From an optimization exercise on the open Yosys and OpenROAD flow, aimed at small area; shortcuts taken in it are not production practice.
The RTL was checked by simulation tests, not by an equivalence proof against the original design.
Power and IR drop assume default switching activity.

==> flow/design.v (excerpt) <==
module RGB_YCbCr #(
	parameter	DSIZE	= 16,
	parameter	MSIZE	= 12
)(
	input				clock,
	input				invsync,
	input				inhsync,
	input				inde,
	input [DSIZE-1:0]	inR,
	input [DSIZE-1:0]	inG,
	input [DSIZE-1:0]	inB,
	output				outvsync,
	output				outhsync,
	output				outde,
	output[DSIZE-1:0]	outY,
	output[DSIZE-1:0]	outCb,
	output[DSIZE-1:0]	outCr
);
reg [15:0] q1R, q1G, q1B;
reg r1_0;
reg r1_1;
reg r1_2;
reg r1_3;
reg r1_4;
reg r1_5;
reg r1_6;
reg r1_7;
reg r1_8;
reg r1_9;
reg r1_10;
reg r1_11;
reg r1_12;
reg r1_13;
reg r1_14;
reg r1_15;
reg r1_16;
reg r1_17;
reg r1_18;
reg r1_19;
reg r2_20;
reg r2_21;
reg r2_22;
reg r2_23;
reg r2_24;
reg r2_25;
reg r2_26;
reg r2_27;
reg r2_28;
reg r2_29;
reg r2_30;
reg r2_31;
reg r2_32;
reg r2_33;
reg r2_34;
reg r2_35;
reg r2_36;
reg r2_37;
reg r2_38;
reg r2_39;
reg r2_40;
reg r2_41;
reg r2_42;
reg r2_43;
reg r2_44;
reg r2_45;
reg r2_46;
reg r2_47;
reg r2_48;
reg r2_49;
reg r2_50;
reg r2_51;
reg r2_52;
reg r2_53;
reg r2_54;
reg r2_55;
reg r2_56;
reg r2_57;
reg r2_58;
reg r2_59;
reg r2_60;
reg r2_61;
reg r2_62;
reg r2_63;
reg r2_64;
reg r2_65;
reg r2_66;
reg r2_67;
reg [15:0] Y_q, Cb_q, Cr_q;
wire s4;
wire c4;
wire s8;
wire c8;
wire s12;
wire c12;
wire s15;
wire c15;
wire s19;
wire c19;
wire s23;
wire c23;
wire s27;
wire c27;
wire y53;
wire c54;
wire c55;
wire s56;
wire c56;
wire y57;
wire s58;
wire c58;
wire c59;
wire s60;
wire c60;
wire c61;
wire s62;
wire c62;
wire c63;
wire s64;
wire c64;
wire c65;
wire s66;
wire c66;
wire s67;
wire c67;
wire y68;
wire s69;
wire c69;
wire s70;
wire c70;
wire c71;
wire y72;
wire y73;
wire c74;
wire c75;
wire y76;
wire s77;
wire c77;
wire y78;
wire s79;
wire c79;
wire c80;
wire s81;
wire c81;
wire c82;
wire s83;
wire c83;
wire s84;
wire c84;
wire c85;
wire y86;
wire c87;
wire c88;
wire c89;
wire c90;
wire c91;
wire y92;
wire y93;
wire c94;
wire s95;
wire c95;
wire c96;
wire s97;
wire c97;
wire c98;
wire s99;
wire c99;
wire s100;
wire c100;
wire y101;
wire y102;
wire y103;
wire y104;
wire c105;
wire s106;
wire c106;
wire y107;
wire s108;
wire c108;
wire c109;
wire s110;
wire c110;
wire c111;
wire s112;
wire c112;
wire s113;
wire c113;
wire y114;
wire s115;
wire c115;
wire s116;
wire c116;
wire c117;
wire s118;
wire c118;
  ...
Size: about 160 flip-flops, roughly 100 I/O pins, ~12,000 um^2 of cells after synthesis.
Settings: LEC_CHECK=0, CAP_MARGIN=20, CORE_MARGIN=2, CORE_UTILIZATION=40, GPL_TIMING_DRIVEN=0, SETUP_SLACK_MARGIN=-0.15, SLEW_MARGIN=20, SYNTH_HIERARCHICAL=1, SYNTH_MINIMUM_KEEP_SIZE=0; clock period 7.0 ns.
standard.sh (not shown) runs the stock make flow with config.mk's settings and CLKGATE_MAP_FILE= SYNTH_SCRIPT=/design/flow/synth_recipe.tcl, a recipe that flattens the netlist after the stock synthesis.
==> flow/flow/run.sh <==
#!/bin/bash
# Own layout flow: the standard layout (standard.sh), unchanged synthesis, with:
#  - after synthesis, each maj3_2 cell is swapped for maj3_1 (same function, smaller);
#  - ports are buffered with the smallest buffer (buf_1) instead of clkdlybuf4s50_1;
#  - clock tree synthesis uses small clock buffers and inserts no dummy loads.
# Tool logs go to orfs/logs as in the standard flow; make's output to synth.log / flow.log.
set -euo pipefail
cd "$(dirname "$0")/.."
export BUFFER_PORTS_ARGS="-buffer_cell sky130_fd_sc_hd__buf_1"
export CTS_ARGS="-sink_clustering_enable -repair_clock_nets -dont_use_dummy_load -buf_list {sky130_fd_sc_hd__clkbuf_4 sky130_fd_sc_hd__clkbuf_8}"
bash standard.sh synth > synth.log 2>&1
R=orfs/results/${FLOW_PLATFORM:-sky130hd}/RGB_YCbCr/base
sed -i 's/sky130_fd_sc_hd__maj3_2 /sky130_fd_sc_hd__maj3_1 /' $R/1_2_yosys.v
rm -f $R/1_synth.odb $R/1_synth.sdc
bash standard.sh > flow.log 2>&1
The baseline ran to the end with no violations.
Next try:
SETUP_SLACK_MARGIN = default   (was -0.15)
After rerunning: Total power is about the same; routed wire length came out higher slightly; cell area stays flat; die area is unchanged; setup slack gets better by 0.13 ns; sequential share of layout area climbs by 0.10 points; core utilization barely changes; count of clock-buffer cells in the layout is unchanged; via count went down slightly; maximum frequency goes up slightly.

port drivers added, routing unchanged:
The flow's constraints put no driver on any port. The routed layouts listed below were extracted and timed again, unchanged, in two steps.
Step 1 assumes that a clkbuf_16 drives the clock port and a buf_2 every other input.
Step 2 also shifts input and output timing later by t, the mid clock arrival at the registers, as if the neighbouring blocks saw the same clock.
Slacks: ideal ports / drivers / drivers and shift; pairs: ideal ports / drivers.
run	t (ns)	slack for setup (ns)	clock arrival spread, ns	worst data-port slew with drivers (ns)	pins driven straight from the clock port
the first run	0.484	0.145 / 0.145 / -0.177	0.030 / 0.030	0.04	1
the second run	0.485	0.271 / 0.271 / -0.177	0.031 / 0.031	0.04	1
With both steps, setup timing fails in the first run and the second run, where it was met with ideal ports. For the second run, which loses most, drivers alone change the setup slack by 0.000 ns; drivers and shift together by -0.448 ns.
